Context: an optimization exercise on an open-source flow, tuned for small area. The choices shown serve that exercise and are no tape-out recipe. Only simulation tests tie the RTL to the original design; equivalence was not proved. Power figures rest on the tool's default switching activity, not on a simulated workload.

`flow/run.sh`:
```
#!/bin/bash
# The standard layout (standard.sh) with these changes, none of which
# touches the registers or their names:
# - Yosys's synth runs with -noabc, so the gate-level adders reach ORFS's
#   full-adder extraction as written (the final ABC mapping still runs);
# - the final ABC mapping uses a copy of ORFS's scripts whose speed script
#   is turned towards area: &dc2 in place of &syn2, &nf with delay
#   relaxed (-R 1000 -p), four more rounds, and no closing buffer/upsize
#   (the clock period is 25 ns; the placer's repair still buffers and
#   sizes what it needs);
# - the port buffers use the smallest buffer cell, buf_1;
# - clock tree synthesis adds no dummy loads.
# Each tool's output is in standard_flow.log (and ORFS's own logs).
set -euo pipefail
here=$(pwd)
rm -rf "$here/scripts_mod"
cp -r "$FLOW_HOME/scripts" "$here/scripts_mod"
python3 - "$here/scripts_mod/abc_speed.script" <<'PY'
import sys
p = sys.argv[1]
out = []
for l in open(p).read().split('\n'):
    t = l.strip()
    if t in ('buffer -c', 'upsize -c'):
        continue
    if t == '&nf':
        l = '&nf -R 1000 -p'
    elif t == '&syn2':
        l = '&dc2'
    elif t == '&put':
        out += ['&st', '&dc2', '&if -g -K 6', '&synch2', '&nf -R 1000 -p'] * 4
    out.append(l)
open(p, 'w').write('\n'.join(out))
PY
bash standard.sh "SCRIPTS_DIR=$here/scripts_mod" "SYNTH_ARGS=-noabc" \
    "BUFFER_PORTS_ARGS=-buffer_cell sky130_fd_sc_hd__buf_1" \
    "CTS_ARGS=-sink_clustering_enable -repair_clock_nets -dont_use_dummy_load -buf_list sky130_fd_sc_hd__clkbuf_8 -root_buf sky130_fd_sc_hd__clkbuf_16" \
    finish > standard_flow.log 2>&1
```
`standard.sh`:
```
#!/bin/bash
# synth_recipe.tcl (not shown) runs the flow's synth.tcl, then flattens the netlist and writes it again
# the make line also repeats each setting of config.mk as NAME=value (left out here)
make -C /OpenROAD-flow-scripts/flow DESIGN_CONFIG=/design/flow/config.mk WORK_HOME=/design/flow/orfs CLKGATE_MAP_FILE= SYNTH_SCRIPT=/design/flow/synth_recipe.tcl "${@:-finish}"
```
`config.mk`:
```
export PLATFORM = sky130hd
export DESIGN_NAME = dadnme_engine
export DESIGN_NICKNAME = dadnme_engine
export VERILOG_FILES = /design/flow/design.v
export SDC_FILE = /design/flow/constraint.sdc
export NUM_CORES = 4
export LEC_CHECK = 0
export CAP_MARGIN = 20
export CORE_MARGIN = 2
export CORE_UTILIZATION = 70
export PLACE_DENSITY = 0.85
export SLEW_MARGIN = 20
```
`constraint.sdc`:
```
create_clock -name core_clock -period 25.0 [get_ports {Clk}]
set_input_delay 5.0000 -clock core_clock [delete_from_list [all_inputs] [get_ports {Clk}]]
set_output_delay 5.0000 -clock core_clock [all_outputs]
set_load 0.01 [all_outputs]
```
`design.v`:
```
module dadnme_engine (
    input  logic        Clk,
    input  logic        Reset,         
    input  logic        vs,            
    input  logic [7:0]  keycode, keycode_2,
    input  logic [9:0]  DrawX, DrawY,  
    output logic        is_ball,
    output logic [15:0] me_addr,
    output logic [7:0]  me_state,
    output logic        is_enemy,
    output logic [15:0] en_addr,
    output logic [1:0]  en_move,
    output logic        en_beida,
    output logic        is_en_blood_bar,
    output logic        is_enemy3,
    output logic [15:0] en_addr3,
    output logic        is_blood_bar,
    output logic [15:0] bb_addr,
    output logic        bb_white,
    output logic [19:0] bg_addr,
    output logic        show_success,
    output logic [17:0] success_addr,
    output logic        level
);
    function automatic [24:0] add(input [23:0] x, input [23:0] y, input ci);
        logic c;
        c = ci;
        for (int i = 0; i < 24; i++) begin
            add[i] = x[i] ^ y[i] ^ c;
            c = (x[i] & y[i]) | (c & (x[i] ^ y[i]));
        end
        add[24] = c;
    endfunction
    function automatic logic uge(input [23:0] x, input [23:0] y);
        logic r;
        r = 1'b1;
        for (int i = 0; i < 24; i++)
            r = (x[i] ^ y[i]) ? x[i] : r;
        uge = r;
    endfunction
    function automatic logic sge(input [23:0] x, input [23:0] y);
        sge = uge({~x[23], x[22:0]}, {~y[23], y[22:0]});
    endfunction
    function automatic logic sin(input [23:0] x, input [23:0] lo, input [23:0] hi);
        sin = sge(x, lo) & sge(hi, x);
    endfunction
    logic vs_q, fe_d;
    wire  fe = vs & ~vs_q;
    always_ff @(posedge Clk) begin
        vs_q <= ~Reset & vs;
        fe_d <= ~Reset & fe;
    end
    wire [15:0] key = {keycode_2, keycode};
    wire k_next = (key == 16'h002c);
    wire k_ok   = (key == 16'h0028);
    wire k_att  = (key == 16'h000d);
    wire k_th   = (key == 16'h000e);
    wire set_l  = (key == 16'h0004) | (key == 16'h041a) | (key == 16'h1a04) |
                  (key == 16'h0416) | (key == 16'h1604) | (key == 16'h0704);
    wire set_r  = (key == 16'h0007) | (key == 16'h0716) | (key == 16'h1607) |
                  (key == 16'h071a) | (key == 16'h1a07) | (key == 16'h0407);
    wire kA = (keycode == 8'h04) | (keycode_2 == 8'h04);
    wire kD = (keycode == 8'h07) | (keycode_2 == 8'h07);
    wire kW = (keycode == 8'h1a) | (keycode_2 == 8'h1a);
    wire kS = (keycode == 8'h16) | (keycode_2 == 8'h16);
    logic [2:0] kc_ph;
    logic       kc_l, left_in_1, left_pre;
    wire left_in = set_l | (~set_r & left_in_1);
    wire left    = (kc_ph == 3'd0) ? kc_l : left_pre;
    wire attack  = (kc_ph != 3'd0) & (kc_ph != 3'd7);
    always_ff @(posedge Clk) begin
        if (Reset) begin
            kc_ph <= 3'd0;
            kc_l  <= 1'b0;
        end else if (kc_ph == 3'd0) begin
            if (k_att)      kc_ph <= 3'd1;
            else if (k_th)  kc_ph <= 3'd7;
            kc_l <= left_in;
        end else if (kc_ph == 3'd6 || kc_ph == 3'd7) begin
            kc_ph <= 3'd0;
            kc_l  <= left_pre;
        end else begin
            kc_ph <= add({21'd0, kc_ph}, 24'd0, 1'b1);
        end
    end
    always_ff @(posedge Clk) begin
        if (Reset) begin
            left_in_1 <= 1'b0;
            left_pre  <= 1'b0;
        end else if (fe) begin
            left_in_1 <= left_in;
            left_pre  <= left;
        end
    end
    localparam [4:0] S11  = {3'd1, 2'd0}, S12  = {3'd1, 2'd1},
                     S21  = {3'd2, 2'd0}, S22  = {3'd2, 2'd1},
                     S31  = {3'd3, 2'd0}, S32  = {3'd3, 2'd1},
                     A111 = {3'd5, 2'd0}, A112 = {3'd5, 2'd1},
                     A121 = {3'd6, 2'd0}, A122 = {3'd6, 2'd1}, A123 = {3'd6, 2'd2},
                     A211 = {3'd7, 2'd0}, A212 = {3'd7, 2'd1},
                     A221 = {3'd0, 2'd0}, A222 = {3'd0, 2'd1},
                     A231 = {3'd4, 2'd0}, A232 = {3'd4, 2'd1}, A233 = {3'd4, 2'd2};
    logic [4:0] is_n, is_nc, is_p;
    logic [5:0] is_cnt;
    wire c10 = (is_cnt == 6'd10);
    wire c20 = (is_cnt == 6'd20);
    wire c30 = (is_cnt == 6'd30);
    always_comb begin
        is_nc = is_n;
        case (is_n)
            S11:  is_nc = attack ? A111 : S12;
            S12:  if (attack) is_nc = A111; else if (c30) is_nc = S21;
            S21:  is_nc = attack ? A111 : S22;
            S22:  if (attack) is_nc = A111; else if (c30) is_nc = S31;
            S31:  is_nc = S32;
            S32:  is_nc = S11;
            A111: is_nc = A112;
            A112: if (c10) is_nc = A121;
            A121: is_nc = A122;
            A122: if (c10) is_nc = A123;
            A123: is_nc = k_att ? A211 : S11;
            A211: is_nc = A212;
            A212: if (c10) is_nc = A221;
            A221: is_nc = A222;
            A222: if (c10) is_nc = A231;
            A231: is_nc = A232;
            A232: if (c20) is_nc = A233;
            A233: is_nc = k_att ? A111 : S11;
            default: ;
        endcase
    end
    wire [2:0] is_g     = is_p[4:2];
    wire       set_zero = (is_p[1:0] == 2'd0);
    wire       fly      = (is_p == A232);
    always_ff @(posedge Clk) begin
        if (Reset) begin
            is_n   <= S11;
            is_p   <= S12;
            is_cnt <= 6'd0;
        end else if (fe) begin
            is_n   <= is_nc;
            is_p   <= is_n;
            is_cnt <= set_zero ? 6'd0 : add({18'd0, is_cnt}, 24'd0, 1'b1);
        end
    end
    assign me_state = {4'd0, ~is_g[1] & ~is_g[0], is_g[2] & (is_g[1] | is_g[0]),
                       is_g[1], is_g[0] | (is_g[2] & ~is_g[1])};
    wire me_att = is_g[2] | ~(is_g[1] | is_g[0]);       
    logic [1:0] ls;
    always_ff @(posedge Clk) begin
        if (Reset) ls <= 2'd0;
        else if (fe) begin
            case (ls)
                2'd0: if (k_next) ls <= 2'd1;
                2'd1: ls <= 2'd2;
                2'd2: if (k_ok) ls <= 2'd3;
                2'd3: if (k_next) ls <= 2'd0;
            endcase
        end
    end
    assign level = (ls == 2'd2);
    wire success   = (ls == 2'd3);
    wire pos_reset = (ls == 2'd1);
    logic [8:0] sxm;
    logic [1:0] roll;      
    logic [1:0] sxm_d;     
    always_ff @(posedge Clk) begin
        if (Reset) begin
            sxm   <= 9'd10;
        end else begin
            if (fe)
                sxm_d <= (roll[1] & ~(roll[0] ? (sxm == 9'd5) : (sxm == 9'd360))) ? roll : 2'b00;
            if (fe_d && sxm_d[1])
                sxm   <= add({15'd0, sxm}, sxm_d[0] ? 24'hfffffb : 24'd5, 1'b0);
        end
    end
    logic [10:0] bx;
    logic [8:0]  byq;
    logic [1:0]  bxm, bym;     
    logic        roll_off;     
    logic [1:0]  bxm_c, bym_c;
    wire  [24:0] bsx = add({13'd0, bx}, ~{15'd0, sxm}, 1'b1);      
    always_comb begin
        if ((uge({15'd0, byq}, 24'd379) & kS) | (uge(24'd170, {15'd0, byq}) & kW) |
            (uge(24'd2007, {13'd0, bx}) & sge(bsx[23:0], 24'd599) & kD) |
            (sge(24'd40, bsx[23:0]) & kA)) begin
            bxm_c = 2'b00;
            bym_c = 2'b00;
        end else if (level & (byq == 9'd220) & kW & uge(24'd598, {13'd0, bx})) begin
            bxm_c = bxm;
            bym_c = 2'b00;
        end else begin
            bxm_c = 2'b00;
            bym_c = 2'b00;
            case (key)
                16'h0004, 16'h0407:          bxm_c = 2'b11;
                16'h0007, 16'h0704:          bxm_c = 2'b10;
                16'h001a, 16'h1a16:          bym_c = 2'b11;
                16'h0016, 16'h161a:          bym_c = 2'b10;
                16'h041a, 16'h1a04: begin bxm_c = 2'b11; bym_c = 2'b11; end
                16'h0416, 16'h1604: begin bxm_c = 2'b11; bym_c = 2'b10; end
                16'h0716, 16'h1607: begin bxm_c = 2'b10; bym_c = 2'b10; end
                16'h071a, 16'h1a07: begin bxm_c = 2'b10; bym_c = 2'b11; end
                default: ;
            endcase
        end
    end
    wire [24:0] bx_n  = add({13'd0, bx},  {24{bxm[1] & bxm[0]}} & 24'hfffffb | {24{bxm[1] & ~bxm[0]}} & 24'd5, 1'b0);
    wire [24:0] byq_n = add({15'd0, byq}, {24{bym[1] & bym[0]}} & 24'hfffffb | {24{bym[1] & ~bym[0]}} & 24'd5, 1'b0);
    always_ff @(posedge Clk) begin
        if (Reset) begin
            roll     <= 2'b00;
            roll_off <= 1'b1;
        end else begin
            if (fe)
                roll <= roll_off ? 2'b00 : bxm;
            if (fe_d)
                roll_off <= ~uge({13'd0, bx_n[10:0]}, 24'd320) | ~uge(24'd680, {13'd0, bx_n[10:0]});
        end
    end
    always_ff @(posedge Clk) begin
        if (Reset) begin
            bxm <= 2'b00;
            bym <= 2'b00;
        end else if (fe) begin
            bxm <= bxm_c;
            bym <= bym_c;
        end
    end
    always_ff @(posedge Clk) begin
        if (Reset | pos_reset) begin
            bx  <= 11'd100;
            byq <= 9'd180;
        end else if (fe_d) begin
            bx  <= bx_n[10:0];
            byq <= byq_n[8:0];
        end
    end
    wire [24:0] xs   = add({14'd0, DrawX}, {15'd0, sxm}, 1'b0);              
    wire [24:0] d0   = add({13'd0, xs[10:0]}, ~{13'd0, bx}, 1'b1);           
    wire [24:0] bb   = add({14'd0, DrawY}, ~{15'd0, byq}, 1'b1);             
    wire al = me_att & left, ar = me_att & ~left;
    wire ba_ok = (sge(d0[23:0], -24'sd39) | (al & sge(d0[23:0], -24'sd59))) &
                 (sge(24'd39, d0[23:0]) | (ar & sge(24'd59, d0[23:0])));
    wire bb_ok = sin(bb[23:0], 24'd1, 24'd99);
    assign is_ball = ba_ok & bb_ok;
    wire [24:0] ba   = add({17'd0, d0[6:0] ^ {7{left}}}, left ? 24'd41 : 24'd40, 1'b0);
    wire [24:0] bb5  = add({17'd0, bb[6:0]}, {15'd0, bb[6:0], 2'd0}, 1'b0);   
    wire [24:0] bbt  = add({11'd0, bb5[8:0], 4'd0}, me_att ? {13'd0, bb5[8:0], 2'd0} : 24'd0, 1'b0);
    wire [24:0] me_a = add({10'd0, bbt[13:0]}, {17'd0, ba[6:0]}, 1'b0);
    assign me_addr = is_ball ? {2'b00, me_a[13:0]} : 16'hffff;
    logic [10:0] fcnt;
    always_ff @(posedge Clk) begin
        if (Reset)   fcnt <= 11'd0;
        else if (fe) fcnt <= add({13'd0, fcnt}, 24'd0, 1'b1);
    end
    wire ec10 = (fcnt[10:1] == 10'd10);
    wire ec25 = (fcnt[10:1] == 10'd25);
    wire ec10_d = (fcnt == 11'd21) | (fcnt == 11'd22);
    wire ec25_d = (fcnt == 11'd51) | (fcnt == 11'd52);
    logic        attack_d, fly_d;
    always_ff @(posedge Clk)
        if (fe) begin
            attack_d <= attack;
            fly_d    <= fly;
        end
    logic [10:0] nex1, nex2;
    logic [7:0]  neh1, neh2;
    wire  [10:0] nex_s = fe_d ? nex2 : nex1;
    wire  [7:0]  neh_s = fe_d ? neh2 : neh1;
    wire  [24:0] e_dx  = add({13'd0, bx}, {{13{1'b1}}, nex_s}, 1'b1);            
    wire  [24:0] e_dy  = add({15'd0, byq}, {{15{1'b1}}, neh_s, 1'b1}, 1'b1);     
    wire  e_near = sin(e_dx[23:0], -24'sd81, 24'd81) & sin(e_dy[23:0], -24'sd100, 24'd92);
    logic        is_e1, is_e2, el1, el2, bar1, bar2;
    logic [5:0]  s1, s2;
    logic [6:0]  t1, t2;
    logic [2:0]  p1, p2;
    dn_enemy #(.SX(11'd200), .SYQ(9'd54)) en1 (
        .Clk(Clk), .Reset(Reset), .fe(fe), .fe_d(fe_d), .xs(xs[10:0]), .DrawY(DrawY),
        .upd(fe), .beida_t(attack & e_near), .fly(fly), .left(left), .c10(ec10), .c25(ec25),
        .hit(is_e1), .bar(bar1), .s(s1), .t(t1), .el(el1), .p(p1), .nex(nex1), .neh(neh1));
    dn_enemy #(.SX(11'd100), .SYQ(9'd154)) en2 (
        .Clk(Clk), .Reset(Reset), .fe(fe), .fe_d(fe_d), .xs(xs[10:0]), .DrawY(DrawY),
        .upd(fe_d), .beida_t(attack_d & e_near), .fly(fly_d), .left(left), .c10(ec10_d), .c25(ec25_d),
        .hit(is_e2), .bar(bar2), .s(s2), .t(t2), .el(el2), .p(p2), .nex(nex2), .neh(neh2));
    assign is_enemy        = is_e1 | is_e2;
    assign is_en_blood_bar = bar1 | bar2;
    wire        sel2 = is_e2 & ~is_e1;
    wire [5:0]  es   = sel2 ? s2 : s1;
    wire [6:0]  et   = sel2 ? t2 : t1;
    wire        eel  = sel2 ? el2 : el1;
    wire [2:0]  ep   = sel2 ? p2 : p1;
    wire [24:0] esx  = add({18'd0, es ^ {6{eel}}}, eel ? 24'd31 : 24'd30, 1'b0);    
    wire [24:0] en_a = add({11'd0, et, esx[5:0]}, ~{15'd0, et, 2'd0}, 1'b1);
    assign en_addr  = is_enemy ? {3'b000, en_a[12:0]} : 16'hffff;
    assign en_move  = ep[2:1];
    assign en_beida = ep[2] & ep[1];
    logic [8:0] nlh;           
    logic [8:0] nlq;           
    logic [1:0] lbxm, lbym;    
    wire  [24:0] lbdx = add({14'd0, bx[9:0]}, {{14{1'b1}}, nlh, 1'b1}, 1'b1);    
    wire  [24:0] lbdy = add({15'd0, byq}, {{15{1'b1}}, nlq}, 1'b1);             
    wire  lb_near = uge({14'd0, bx[9:0]}, 24'd30) & uge(24'd993, {14'd0, bx[9:0]}) &
                    sin(lbdx[23:0], -24'sd29, 24'd29) & sin(lbdy[23:0], -24'sd33, 24'd25);
    wire  lbx_gt = sge(lbdx[23:0], 24'd1);      
    wire  lbx_lt = sge(-24'sd1, lbdx[23:0]);    
    wire  lby_gt = sge(lbdy[23:0], -24'sd3);    
    wire  lby_lt = sge(-24'sd5, lbdy[23:0]);    
    wire  [24:0] nlh_n = add({15'd0, nlh}, {24{lbxm[1] & ~lbxm[0]}} | {23'd0, lbxm[1] & lbxm[0]}, 1'b0);
    wire  [24:0] nlq_n = add({15'd0, nlq}, {24{lbym[1] & ~lbym[0]}} | {23'd0, lbym[1] & lbym[0]}, 1'b0);
    always_ff @(posedge Clk) begin
        if (Reset) begin
            nlh  <= ~9'd160;
            nlq  <= ~9'd194;
            lbxm <= 2'b10;
            lbym <= 2'b10;
        end else if (fe_d && !lb_near) begin
            lbxm <= {lbx_gt | lbx_lt, lbx_lt};
            lbym <= {lby_gt | lby_lt, lby_lt};
            nlh  <= nlh_n[8:0];
            nlq  <= nlq_n[8:0];
        end
    end
    wire [24:0] lba  = add({14'd0, DrawX}, {{14{1'b1}}, nlh, 1'b1}, 1'b1);    
    wire [24:0] lbb  = add({14'd0, DrawY}, {{15{1'b1}}, nlq}, 1'b1);          
    assign is_enemy3 = sin(lba[23:0], -24'sd29, 24'd29) & sin(lbb[23:0], 24'd1, 24'd91);
    wire [24:0] lbs  = add({18'd0, lba[5:0]}, 24'd30, 1'b0);
    wire [24:0] lb_a = add({11'd0, lbb[6:0], lbs[5:0]}, ~{15'd0, lbb[6:0], 2'd0}, 1'b1);
    assign en_addr3 = is_enemy3 ? {3'b000, lb_a[12:0]} : 16'h0000;
    wire [24:0] y3  = add({14'd0, DrawY}, {13'd0, DrawY, 1'b0}, 1'b0);      
    wire [24:0] bg1 = add({4'd0, DrawY, 10'd0}, {13'd0, xs[10:0]}, 1'b0);
    wire [24:0] bg2 = add(bg1[23:0], ~{9'd0, y3[11:0], 3'd0}, 1'b1);
    wire [24:0] bg3 = add(bg2[23:0], (ls != 2'd0) ? 24'd480000 : 24'd0, 1'b0);
    assign bg_addr = bg3[19:0];
    wire [24:0] bb1 = add({14'd0, DrawX}, {12'd0, DrawY, 2'd0}, 1'b0);
    wire [24:0] bbx = add(bb1[23:0], {8'd0, DrawY, 6'd0}, 1'b0);
    always_ff @(posedge Clk) begin
        bb_addr  <= bbx[15:0];
        bb_white <= (DrawX != 10'd0) & ~DrawX[9] & ~DrawX[8] & ~DrawX[7] & ~DrawX[6] &
                    uge({14'd0, DrawY}, 24'd75) & uge(24'd81, {14'd0, DrawY});
    end
    assign is_blood_bar = ~uge({14'd0, DrawX}, 24'd68) & ~uge({14'd0, DrawY}, 24'd86);
    wire [24:0] sc1 = add({14'd0, DrawX}, {12'd0, y3[11:0]}, 1'b0);
    wire [24:0] sc2 = add(sc1[23:0], {9'd0, DrawY, 5'd0}, 1'b0);
    wire [24:0] sc3 = add(sc2[23:0], {6'd0, DrawY, 8'd0}, 1'b0);
    wire [24:0] sc4 = add(sc3[23:0], 24'hffdf91, 1'b0);
    assign success_addr = sc4[17:0];
    assign show_success = success & uge({14'd0, DrawX}, 24'd156) & uge(24'd444, {14'd0, DrawX}) &
                          uge({14'd0, DrawY}, 24'd29) & uge(24'd371, {14'd0, DrawY});
endmodule
module dn_enemy #(parameter [10:0] SX = 11'd200, parameter [8:0] SYQ = 9'd54) (
    input  logic        Clk, Reset, fe, fe_d,
    input  logic        upd,          
    input  logic [10:0] xs,           
    input  logic [9:0]  DrawY,
    input  logic        beida_t,      
    input  logic        fly, left, c10, c25,
    output logic        hit, bar, el,
    output logic [10:0] nex,          
    output logic [7:0]  neh,          
    output logic [5:0]  s,            
    output logic [6:0]  t,            
    output logic [2:0]  p             
);
    function automatic [24:0] add(input [23:0] x, input [23:0] y, input ci);
        logic c;
        c = ci;
        for (int i = 0; i < 24; i++) begin
            add[i] = x[i] ^ y[i] ^ c;
            c = (x[i] & y[i]) | (c & (x[i] ^ y[i]));
        end
        add[24] = c;
    endfunction
    function automatic logic uge(input [23:0] x, input [23:0] y);
        logic r;
        r = 1'b1;
        for (int i = 0; i < 24; i++)
            r = (x[i] ^ y[i]) ? x[i] : r;
        uge = r;
    endfunction
    function automatic logic sge(input [23:0] x, input [23:0] y);
        sge = uge({~x[23], x[22:0]}, {~y[23], y[22:0]});
    endfunction
    function automatic logic sin(input [23:0] x, input [23:0] lo, input [23:0] hi);
        sin = sge(x, lo) & sge(hi, x);
    endfunction
    localparam [2:0] N11 = 3'd0, N12 = 3'd1, N21 = 3'd2, N22 = 3'd3,
                     N31 = 3'd4, N32 = 3'd5, BEIDA = 3'd6, BACK = 3'd7;
    logic [2:0]  n, nc;
    logic        xm, ym;          
    always_comb begin
        nc = n;
        case (n)
            N11: nc = N12;
            N12: if (c10) nc = N21;
            N21: nc = N22;
            N22: if (c10) nc = N31;
            N31: nc = N32;
            N32: if (c10) nc = N11;
            BEIDA: if (fly) nc = BACK; else if (c25) nc = N11;
            BACK: nc = N11;
        endcase
        if (beida_t && !(n == BEIDA || n == BACK)) nc = BEIDA;
    end
    wire beida = p[2] & p[1];
    wire back  = &p;
    wire [23:0] nex_step = ~beida ? (xm ? 24'd2 : 24'hfffffe) :
                           back   ? (left ? 24'd7 : 24'hfffff9) : 24'd0;
    wire [24:0] nex_n = add({13'd0, nex}, nex_step, 1'b0);
    wire [24:0] neh_n = add({16'd0, neh}, ~beida ? (ym ? 24'd1 : 24'hffffff) : 24'd0, 1'b0);
    always_ff @(posedge Clk) begin
        if (Reset) begin
            n   <= N11;
            p   <= N11;
            el  <= 1'b0;
            nex <= ~SX;
            neh <= ~SYQ[8:1];
            xm  <= 1'b0;
            ym  <= 1'b0;
        end else begin
            if (fe)
                p <= n;
            if (upd)
                n <= nc;
            if (fe_d) begin
                el <= xm;
                if (uge(24'd61, {16'd0, neh}))       ym <= 1'b1;    
                else if (uge({16'd0, neh}, 24'd170)) ym <= 1'b0;    
                else if (uge({13'd0, nex}, 24'd30) & uge(24'd1077, {13'd0, nex})) xm <= 1'b1;   
                else if (uge({13'd0, nex}, 24'd2017)) xm <= 1'b0;   
                nex <= nex_n[10:0];
                neh <= neh_n[7:0];
            end
        end
    end
    wire [24:0] sa = add({13'd0, xs}, {{13{1'b1}}, nex}, 1'b1);           
    wire [24:0] ta = add({14'd0, DrawY}, {{15{1'b1}}, neh, 1'b1}, 1'b1);  
    assign hit = sin(sa[23:0], -24'sd29, 24'd29) & sin(ta[23:0], 24'd1, 24'd91);
    assign bar = sin(sa[23:0], -24'sd25, 24'd25) & sin(ta[23:0], -24'sd14, -24'sd4);
    assign s = sa[5:0];
    assign t = ta[6:0];
endmodule
```
==> impl_results.md, run 1 <==
* Final core utilization at 76.7%
* Final Skew at 0.0374 ns
* Initial Util at 71.3%
* Pin count of the biggest net entering global routing at 76
* Hold_ws at 0.474 ns
* Max H-tree Level at 4
* Via count at 13,800
* Setup TNS at 0 ns
* Clock latency on the worst-skew pair at 0.40 ns
* Worst-Margin Slew at 1.03 ns
* Worst Setup SP: DrawX[0]
* N_diodes at 0
* Max FO, Critical Path at 22
* Library cells used by synthesis at 63
* Die Footprint at 25,200 um2
* # IOs at 160
* Hold-fix buffers at CTS at 0
* Crit end category: primary output
* Fmax at 45.9 MHz
* Leakage at 6.89 nW
* Antenna Nets Post-Route at 0
* Num rows at 56
* Outcome: finished clean
* Post-synth EDFFs at 4
* CP Data Arrival Time at 16.81 ns
* Leading post-synthesis cells by cell area: fa_1 (33%), dfxtp_1 (20%), ha_1 (11%)
* CTS tree: built
* Top-area cell type share of the netlist area at 32.5%
* CP Class: in -> out
* Total gr overflow at 0
* Asr flop ratio synth at 0%
* Max IR drop VDD at 0.0000523 V
* Critical Path End: en_addr[12]
* Rel. slew slack at 31.1%
* Clock tree buffer depth at 2
* CP most frequent cell: fa_1
* Post-CTS sizing at 0
* FF-to-FF path depth at 20
* Flop2flop setup slack at 17.66 ns
* Yosys warnings at 3
* All-layer global routing usage at 36.9%
* Commonest non-fill, non-tap cell in the layout: fa_1
* Startpoint types: input port
* Drt wl/cell at 20.6 um
* DR iter-0 viols at 1,410
* Ys flop type: dfxtp_1
* Root buffer cell: clkbuf_16
* Setup Buffers After CTS at 0
* PD cells at 61.8 nW/um2
* Layout Nets at 2,324
* Clock sinks at 172
* Slowest CP cell: o31a_1
* Synthesis-to-layout area growth at 7.55%
* RSZ-0062 raised after global routing: no
* Register area share after synthesis at 20.7%
* Clock period minus worst slack at 21.81 ns
* Cell Area, Synth at 16,800 um2
* Dpl hpwl at 35.3 mm
* Worst-path clk slew at 0.10 ns
* Setup-failing EPs final at 0
* DR pass1 iterations at 9
* Syn Inst Count at 1,691
* Fin. max-slew vios at 0
* Vias/cell at 6.34
* # DRC at 0
* Share of cells above drive strength 1 at 2.25%
* WL final at 44.9 mm
* Die X at 159 um
* Synth Register Bits at 172
* Num CTS Buffers at 17
* Worst EP required at 20.00 ns
* Final hold vios at 0
* Cell taking the most area after synthesis: fa_1
* # Max-Cap Violations at 0
* Most frequent cells in the layout: fa_1 (273), clkinv_1 (193), dfxtp_1 (167)
* Number of global-route vias before repair at 14,300
* PortBufs at 152
* Syn Area/Cell at 9.93 um2
* Critical path's largest stage delay at 0.79 ns
* Worst min path class: reg -> reg
* First-pass GRT wire length at 73.5 mm
* Worst flop-to-flop path endpoint: en2.nex[10]
* Final Wtd Congestion at 1.01
* Initial antenna violation count at 0
* Period utilization at 87.2%
* Die height at 159 um
* Reg-to-reg critical path startpoint: kc_ph[0]
* CORE AREA at 23,500 um2
critical path: cells and delay by family:
family,cells,cell delay (ns)
compound gates,5,1.48
fa+ha+maj,25,8.94
buf+inv,3,0.58
mux,1,0.41
simple gates,4,0.39
synth_stat cells, drive strengths merged, types with 5 or more instances:
cell	count
nor4b	5
fa	273
nand3b	9
clkinv	193
nor2b	31
nor3b	9
and2	9
xnor2	29
a211o	16
nand3	21
o311ai	9
a21o	8
a221oi	5
nand2	145
nand4b	7
xor2	13
mux2i	20
nand2b	23
nand4	25
or4	7
a211oi	5
a41oi	5
nor4	24
buf	23
a31oi	6
or3	6
a22o	18
mux2	7
dfxtp	168
and3	9
and4b	5
nor2	108
a21oi	120
nor3	30
o41ai	6
o21ai	93
ha	147
cell families after synthesis:
family | after synthesis | synth area share (%)
xor gates and xnor gates | 42 | 2.19
DFF | 172 | 20.7
buffers and inverters | 216 | 5.25
other | 1 | 0.0223
AOI/OAI and AO/OA | 330 | 12.2
muxes | 27 | 1.66
adders and majority gates | 420 | 43.5
and+or+nand+nor | 483 | 14.4
worst min-delay path by stage:
stage                 end  cells after the start  startpoint
3_3_place_gp      lbym[0]                      2     lbym[0]
6_report          lbym[0]                      2     lbym[0]
2_1_floorplan     lbym[0]                      2     lbym[0]
5_1_grt           lbxm[1]                      1     lbxm[1]
3_5_place_dp      lbym[0]                      2     lbym[0]
4_1_cts        en1.nex[1]                      3        fe_d
metrics by stage:
| step | cells | worst slack, ns | cell area (um2) | power, W |
|---|---|---|---|---|
| floorplan | 1697 | 4.47 | 16800 | 0.000760 |
| global placement | 2165 | 3.50 | 17800 | 0.000909 |
| detailed placement | 2165 | 3.31 | 17800 | 0.000944 |
| CTS | 2182 | 3.27 | 18100 | 0.00111 |
| global route | 2182 | 2.67 | 18100 | 0.00120 |
| finish | 2182 | 3.19 | 18100 | 0.00112 |
layer usage:
layer | global-route usage (%) | vias to the layer above | wire [um]
met2 | 60.4 | 728 | 21500
met5 | 0 | - | 0
met4 | 16.3 | 0 | 1880
met1 | 48.2 | 6809 | 17500
met3 | 7.24 | 154 | 4000
li1 | - | 6141 | -
cell type report:
cell class                      count  area, um2
Multi-Input combinational cell   1309      12500
Fill cell                        1642       5480
Sequential cell                   172       3480
Timing Repair Buffer              172        724
Inverter                          193        724
Tap cell                          319        399
Clock buffer                       17        245
state kept, by name, indices dropped and copies added, names as in the netlist, 5 cells and up:
name / count
en2.nex: 11
en2.neh: 8
is_p: 5
en1.neh: 8
en1.nex: 11
is_cnt: 6
nlq: 9
bb_addr: 16
fcnt: 11
nlh: 9
is_n: 5
bx: 11
sxm: 9
byq: 9
power by group:
| group | leakage [nW] | switching, W | total (W) | internal, W |
|---|---|---|---|---|
| combinational | 5.35 | 0.000366 | 0.000622 | 0.000257 |
| sequential | 1.41 | 0.0000326 | 0.000330 | 0.000297 |
| clock | 0.127 | 0.0000997 | 0.000164 | 0.0000647 |
| total | 6.89 | 0.000498 | 0.00112 | 0.000619 |
==> run 2, diff against run 1 <==
--- a/config.mk
+++ b/config.mk
@@ -5,8 +5,8 @@
 export SDC_FILE = /design/flow/constraint.sdc
 export NUM_CORES = 4
 export LEC_CHECK = 0
-export CAP_MARGIN = 20
+export CAP_MARGIN = 0
 export CORE_MARGIN = 2
 export CORE_UTILIZATION = 70
 export PLACE_DENSITY = 0.85
-export SLEW_MARGIN = 20
+export SLEW_MARGIN = 0
==> impl_results.md, run 2 <==
* Cell taking the most area after synthesis: fa_1
* All-layer global routing usage at 36.9% (unchanged)
* Inst Count DP at 2,165 (unchanged)
* Clock sinks at 172 (unchanged)
* Total gr overflow at 0 (unchanged)
* PD cells at 61.7 nW/um2 (-0.18%)
* M1 WL at 17.5 mm (-0.23%)
* Final Wtd Congestion at 1.01 (unchanged)
* Via count at 13,900 (+0.14%)
* Antenna Nets Post-Route at 0 (unchanged)
* Post-synth EDFFs at 4 (unchanged)
* Max reg flops at 16 (unchanged)
* Worst-path clk slew at 0.09 ns (about the same)
* Final Skew at 0.0418 ns (+0.00442 ns)
* FF-to-FF path depth at 20 (unchanged)
* Asr flop ratio synth at 0% (unchanged)
* Period utilization at 87.2% (about the same)
* Top-area cell type share of the netlist area at 32.5% (unchanged)
* Most frequent cells in the layout: fa_1 (273), clkinv_1 (193), dfxtp_1 (167)
* Clock tree buffer depth at 2 (unchanged)
* CP Data Arrival Time at 16.81 ns (about the same)
* Routed wl met3 at 4.02 mm (+0.45%)
* Fmax at 45.9 MHz (about the same)
* Max FO, Critical Path at 22 (unchanged)
* Min-delay src: lbym[0]
* Syn Area/Cell at 9.93 um2 (unchanged)
* Largest Register: bb_addr
* Syn Inst Count at 1,691 (unchanged)
* Clock latency on the worst-skew pair at 0.40 ns (about the same)
* Max IR drop VDD at 0.0000524 V (+0.18%)
* Slowest CP cell: o31a_1
* Cell Area, Synth at 16,800 um2 (unchanged)
* Clock period minus worst slack at 21.81 ns (-0.00226 ns)
* Initial antenna violation count at 0 (unchanged)
* Die X at 159 um (unchanged)
* # fillers at 1,650 (+0.49%)
* Synthesis-to-layout area growth at 7.47% (about the same)
* CTS tree: built
* Synth Register Bits at 172 (unchanged)
* # IOs at 160 (unchanged)
* Register area share after synthesis at 20.7% (unchanged)
* Commonest non-fill, non-tap cell in the layout: fa_1
* First-pass GRT wire length at 73.5 mm (unchanged)
* PortBufs at 152 (unchanged)
* N_diodes at 0 (unchanged)
* # Max-Cap Violations at 0 (unchanged)
* Hold worst-path end: lbym[0]
* Flop2flop setup slack at 17.66 ns (about the same)
* Root buffer cell: clkbuf_16
* Fin. max-slew vios at 0 (unchanged)
* Met2 WL at 21.4 mm (-0.55%)
* Top-count cell post-synth: fa_1
* Setup-failing EPs final at 0 (unchanged)
* Critical path's largest stage delay at 0.79 ns (about the same)
* Ys flop type: dfxtp_1
* Vias/cell at 6.35 (+0.14%)
* WL final at 44.9 mm (-0.14%)
* CP most frequent cell: fa_1
* Leakage at 6.88 nW (about the same)
* Layout Nets at 2,324 (unchanged)
* Worst Setup SP: DrawX[0]
* Share of cells above drive strength 1 at 2.20% (-0.054 points)
* Final hold vios at 0 (unchanged)
* DR iter-0 viols at 1,411 (+0.071%)
* Worst hold stages at 2 (unchanged)
* Leading post-synthesis cells by cell area: fa_1 (33%), dfxtp_1 (20%), ha_1 (11%)
* Worst EP required at 20.00 ns (about the same)
* Num rows at 56 (unchanged)
* Max Used Layer: met4
* Layout Cells excl Fill at 2,182 (unchanged)
* Yosys warnings at 3 (unchanged)
* Library cells used by synthesis at 63 (unchanged)
* Die Footprint at 25,200 um2 (unchanged)
* Setup Buffers After CTS at 0 (unchanged)
* Worst-Margin Slew at 1.26 ns (+0.227 ns)
* Outcome: finished clean
* Die height at 159 um (unchanged)
* Final core utilization at 76.7% (about the same)
* Dpl hpwl at 35.3 mm (unchanged)
* Worst min path class: reg -> reg
* # DRC at 0 (unchanged)
* Pin count of the biggest net entering global routing at 76 (unchanged)
* Post-CTS sizing at 0 (unchanged)
* Max H-tree Level at 4 (unchanged)
* Drt wl/cell at 20.6 um (-0.14%)
* Initial Util at 71.3% (unchanged)
* Hold-fix buffers at CTS at 0 (unchanged)
* Crit end category: primary output
* DR pass1 iterations at 8 (-1)
* Setup TNS at 0 ns (unchanged)
* Num CTS Buffers at 17 (unchanged)
* Synth top cells by count: fa_1 (273), clkinv_1 (193), dfxtp_1 (168)
* Reg-to-reg critical path startpoint: kc_ph[0]
* Startpoint types: input port
* Hold_ws at 0.474 ns (-0.000469 ns)
* Worst flop-to-flop path endpoint: en2.nex[10]
* Rel. slew slack at 16.1% (-15 points)
* CP Class: in -> out
* CORE AREA at 23,500 um2 (unchanged)
* RSZ-0062 raised after global routing: no
* Number of global-route vias before repair at 14,300 (unchanged)
run 2: cell counts after synthesis:
Identical to the previous run, type by type.
run 2: power breakdown:
group / internal [W] / leakage, nW / switching, W
Combinational: 0.000257 / 5.34 / 0.000365
Sequential: 0.000297 / 1.41 / 0.0000324
Clock: 0.0000647 / 0.127 / 0.0000982
Total: 0.000619 / 6.88 / 0.000495
run 2: final cells by class:
| cell class | instances | area, um2 | share of cell area, % |
|---|---|---|---|
| timing repair buffer | 172 | 724 | 4.01 |
| clock buffer | 17 | 245 | 1.36 |
| tap | 319 | 399 | 2.21 |
| inverter | 193 | 724 | 4.01 |
| multi-input combinational | 1309 | 12500 | 69.1 |
| sequential | 172 | 3480 | 19.3 |
run 2: worst max path at each step:
stage	to	slack, ns	cells past startpoint
6_report	en_addr[12]	3.19	38
3_3_place_gp	en_addr[12]	3.50	38
4_1_cts	en_addr[12]	3.27	38
5_1_grt	en_addr[12]	2.67	38
3_5_place_dp	en_addr[12]	3.31	38
2_1_floorplan	en_addr[12]	4.47	35
run 2: per-layer routing:
metal	up-vias	track usage, %
li1	6133	-
met1	6812	48.2
met2	728	60.4
met3	179	7.24
met4	0	16.3
met5	-	0
run 2: cell families (layout without fill, tap and decap cells):
group / count (synthesis) / after routing / synth area share, %
other: 1 / 7 / 0.0223
multiplexers: 27 / 27 / 1.66
XOR/XNOR: 42 / 42 / 2.19
flip-flops: 172 / 172 / 20.7
adder cells (fa/ha/maj): 420 / 420 / 43.5
AND/OR/NAND/NOR: 483 / 483 / 14.4
AO/OA/AOI/OAI: 330 / 330 / 12.2
buffers and inverters: 216 / 382 / 5.25
run 2: worst max-delay path, delay by kind of cell:
kind	cells	cell delay [ns]
AND/OR/NAND/NOR	4	0.39
buffers and inverters	3	0.58
AO/OA/AOI/OAI	5	1.48
adder cells (fa/ha/maj)	25	8.92
multiplexers	1	0.41
run 2: per-stage QoR:
step | cell area [um2] | setup slack (ns) | total power (W)
floorplan | 16800 | 4.47 | 0.000760
global placement | 17800 | 3.50 | 0.000909
detailed placement | 17800 | 3.31 | 0.000944
CTS | 18100 | 3.27 | 0.00111
global route | 18100 | 2.67 | 0.00120
finish | 18100 | 3.19 | 0.00111

==> afterwards: timing with drivers on the ports <==
How much do the figures lean on ideal ports? The routed layouts below were timed once more, with nothing changed but the port constraints. Step 1, drivers: a clkbuf_16 drives Clk and a buf_2 each remaining input, both assumed. Step 2 also shifts input and output timing later by t, the mid clock arrival at the registers, as if the neighbouring blocks saw the same clock. Three values: ideal ports, drivers, drivers and shift; two values: the first two.
run | t, ns | setup WS [ns] | latest minus earliest clock arrival (ns)
run 1 | 0.435 | 3.192 / 3.162 / 3.162 | 0.039 / 0.040
run 2 | 0.433 | 3.195 / 3.164 / 3.164 | 0.043 / 0.042
After both steps every run listed still meets setup and hold. The setup slack of run 2, which loses most, moves by -0.031 ns with the drivers and by -0.031 ns with both steps.
